This design comes from an exercise in tuning for small area, a short achievable clock period and few clock cycles on the open sky130 flow, not from production work. Power figures rest on the tool's default switching activity, not on a simulated workload.

before:
## np_read_req_gen
module np_read_req_gen(
    input         clk,
    input         rst,
    input         transferstart,
    input         rd_dma_start_one,
    input  [63:0] dmaras,
    input  [31:0] dmarad,
    input  [31:0] dmarxs,
    input         rd_TX_des_start_one,
    input  [63:0] TX_des_addr,
    input  [2:0]  read_req_size,
    input  [15:0] req_id,
    input  [31:0] completion_pending,
    output        ready,
    output        non_posted_fifo_wren,
    output [63:0] non_posted_fifo_data,
    output [4:0]  tx_waddr,
    output [31:0] tx_wdata,
    output        tx_we
    );
clock: 4.5 ns
lec_check: 0
cap_margin: 20
core_margin: 2
core_utilization: 55
place_density: 0.7
setup_slack_margin: 2.15
slew_margin: 20
standard.sh (not shown) runs the stock make flow with config.mk's settings and CLKGATE_MAP_FILE= SYNTH_SCRIPT=/design/flow/synth_recipe.tcl, a recipe that flattens the netlist after the stock synthesis.
==> flow/flow/run.sh <==
#!/bin/bash
# Layout flow: the standard flow (standard.sh) with two changes.
#  1. Synthesis runs the standard script (synth_recipe.tcl) except that ABC maps with
#     flow/abc_delay.script (delay-driven) and adders are not pre-mapped to ripple
#     full/half-adder cells (ADDER_MAP_FILE empty). The registers, their names and cell
#     types are the same as in the standard synthesis.
#  2. Ports get sky130_fd_sc_hd__buf_1 buffers instead of the default delay-buffer cell.
# Each tool's output goes to a log file in this folder (synth.log, standard_flow.log) and
# ORFS's own logs under orfs/logs.
set -euo pipefail
here=$(pwd)
sed 's|^source \$::env(SCRIPTS_DIR)/synth.tcl$|source '"$here"'/flow/synth_delay.tcl|' synth_recipe.tcl > synth_delay_top.tcl
grep -q 'flow/synth_delay.tcl' synth_delay_top.tcl
sed 's|SYNTH_SCRIPT=[^ ]*|SYNTH_SCRIPT='"$here"'/synth_delay_top.tcl|' standard.sh > standard_delay.sh
grep -q 'synth_delay_top.tcl' standard_delay.sh
MY_ABC_SCRIPT=$here/flow/abc_delay.script ADDER_MAP_FILE= bash standard_delay.sh synth > synth.log 2>&1
export BUFFER_PORTS_ARGS="-buffer_cell sky130_fd_sc_hd__buf_1"
bash standard.sh > standard_flow.log 2>&1
==> flow/flow/abc_delay.script <==
strash
dch
map -D 1500
buffer -p
upsize -D 1500
dnsize -D 1500
stime -p
==> flow/flow/synth_delay.tcl <==
# ORFS's synth.tcl, with its ABC call given flow/abc_delay.script (a delay-driven mapping)
# in place of the platform's default ABC script. Everything else is unchanged.
set f [open $::env(SCRIPTS_DIR)/synth.tcl]
set txt [read $f]
close $f
set old {log_cmd abc {*}$abc_args}
if {[string first $old $txt] < 0} { error "synth_delay.tcl: ABC call not found in synth.tcl" }
set txt [string map [list $old {log_cmd abc -script $::env(MY_ABC_SCRIPT) {*}[lrange $abc_args 2 end]}] $txt]
uplevel #0 $txt
The following lists how after was set up differently from before:
-- flow/design.v --
<<< before, line 75
reg [5:0]  rsh;           
reg [4:0]  T;             
reg [4:0]  T1;            
reg [5:0]  blk;           
reg        wren;
>>> after, line 75
reg [5:0]  rsh;           
reg [4:0]  T;             
reg [5:0]  blk;           
reg        wren;
<<< before, line 97
           | (~transferstart & (s_calc | (s_w1 & ~ok))) | (s_w2 & (last | ~transferstart));
wire [12:2] L_d = (start_des | des) ? 11'd8 : Lnx;
wire [4:0] T_d = s_w2 ? T1 : T;
wire ok_d = ~completion_pending[T_d];
wire fire1_d = s_w1_d & ok_d;
>>> after, line 96
           | (~transferstart & (s_calc | (s_w1 & ~ok))) | (s_w2 & (last | ~transferstart));
wire [12:2] L_d = (start_des | des) ? 11'd8 : Lnx;
wire [4:0] T_d = T + {4'd0, s_w2};
wire ok_d = ~completion_pending[T_d];
wire fire1_d = s_w1_d & ok_d;
<<< before, line 118
wire hi_ones = &blk[5:2];    
wire [63:0] ld_addr = rd_dma_start_one ? dmaras : TX_des_addr;
wire ld_fmt = rd_dma_start_one ? |dmaras[63:32] : |TX_des_addr[63:32];
wire fmt_d = start ? ld_fmt : ((|a[63:32]) & ~(c32 & hi_ones)) | (c32 & ~hi_ones);
wire [11:0] d_lo = add11(d[12:2], LB, 1'b0);
>>> after, line 117
wire hi_ones = &blk[5:2];    
wire [63:0] ld_addr = rd_dma_start_one ? dmaras : TX_des_addr;
wire ld_fmt = |ld_addr[63:32];
wire fmt_d = start ? ld_fmt : ((|a[63:32]) & ~(c32 & hi_ones)) | (c32 & ~hi_ones);
wire [11:0] d_lo = add11(d[12:2], LB, 1'b0);
<<< before, line 140
    w2n <= fire1 & ~fmt;
    T <= rst ? 5'd0 : T_d;
    T1 <= rst ? 5'd1 : T_d + 5'd1;
    blk <= blk_d;
    ok <= ok_d;
>>> after, line 139
    w2n <= fire1 & ~fmt;
    T <= rst ? 5'd0 : T_d;
    blk <= blk_d;
    ok <= ok_d;
<<< before, line 159
assign ready = rdy;
assign non_posted_fifo_wren = wren;
assign non_posted_fifo_data[63]    = (s_w2 & a[63]) | (w2n & a[31]);
assign non_posted_fifo_data[62]    = (s_w2 & a[62]) | (w2n & a[30]);
assign non_posted_fifo_data[61]    = (s_w2 & a[61]) | (w2n & a[29]) | (s_w1 & fmt);
assign non_posted_fifo_data[60:42] = ({19{s_w2}} & a[60:42]) | ({19{w2n}} & a[28:10]);
assign non_posted_fifo_data[41:34] = ({8{s_w2}} & a[41:34]) | ({8{w2n}} & a[9:2]) | LA[11:4];
assign non_posted_fifo_data[33:32] = ({2{s_w2}} & a[33:32]) | LA[3:2];
assign non_posted_fifo_data[31:16] = ({16{w2f}} & a[31:16]) | ({16{s_w1}} & req_id);
assign non_posted_fifo_data[15:13] = {3{w2f}} & a[15:13];
>>> after, line 157
assign ready = rdy;
assign non_posted_fifo_wren = wren;
assign non_posted_fifo_data[63]    = (w2f & a[63]) | (w2n & a[31]);
assign non_posted_fifo_data[62]    = (w2f & a[62]) | (w2n & a[30]);
assign non_posted_fifo_data[61]    = (w2f & a[61]) | (w2n & a[29]) | (s_w1 & fmt);
assign non_posted_fifo_data[60:42] = ({19{w2f}} & a[60:42]) | ({19{w2n}} & a[28:10]);
assign non_posted_fifo_data[41:34] = ({8{w2f}} & a[41:34]) | ({8{w2n}} & a[9:2]) | ({8{s_w1}} & LA[11:4]);
assign non_posted_fifo_data[33:32] = ({2{w2f}} & a[33:32]) | ({2{s_w1}} & LA[3:2]);
assign non_posted_fifo_data[31:16] = ({16{w2f}} & a[31:16]) | ({16{s_w1}} & req_id);
assign non_posted_fifo_data[15:13] = {3{w2f}} & a[15:13];
--- outcome ---
Delta(switching share of power, after - before) < 0
Relative to before, first-iteration DRC count has increased by 5.1% in after.
The run with more setup slack is before; after has less.
Changes observed in after relative to before: internal power summed over all cells went down 5.6%, number of nets in the finished design now smaller, summed area of non-filler cells in the final layout ~0 delta.
[after] final critical delay including setup and external delays rose 0.023 ns relative to before
Measured against each other, after and before differ in power density over the cells, the higher figure coming from before.
No run of this note included a check of the RTL's function; only the layout flow was run.

## separate check: timing with driven ports
In the flow no input, the clock included, has a driving cell. The finished layouts below were timed again as built, in two steps. Step 1 assumes that a clkbuf_16 drives the clock port and a buf_2 every other input. Step 2 times the ports against the registers' clock, not the clock port: input delays grow and output delays shrink by t, the midpoint of the rising clock arrivals with the driver on. Three values: ideal ports, drivers, drivers and shift; two values: the first two.
| run | t (ns) | setup slack, ns | worst data-port slew with drivers (ns) |
|---|---|---|---|
| before | 0.483 | 2.081 / 2.032 / 1.837 | 0.08 |
| after | 0.494 | 2.058 / 2.009 / 1.705 | 0.07 |
After both steps every run listed still meets setup and hold. For after, which loses most, drivers alone change the setup slack by -0.049 ns; drivers and shift together by -0.353 ns.
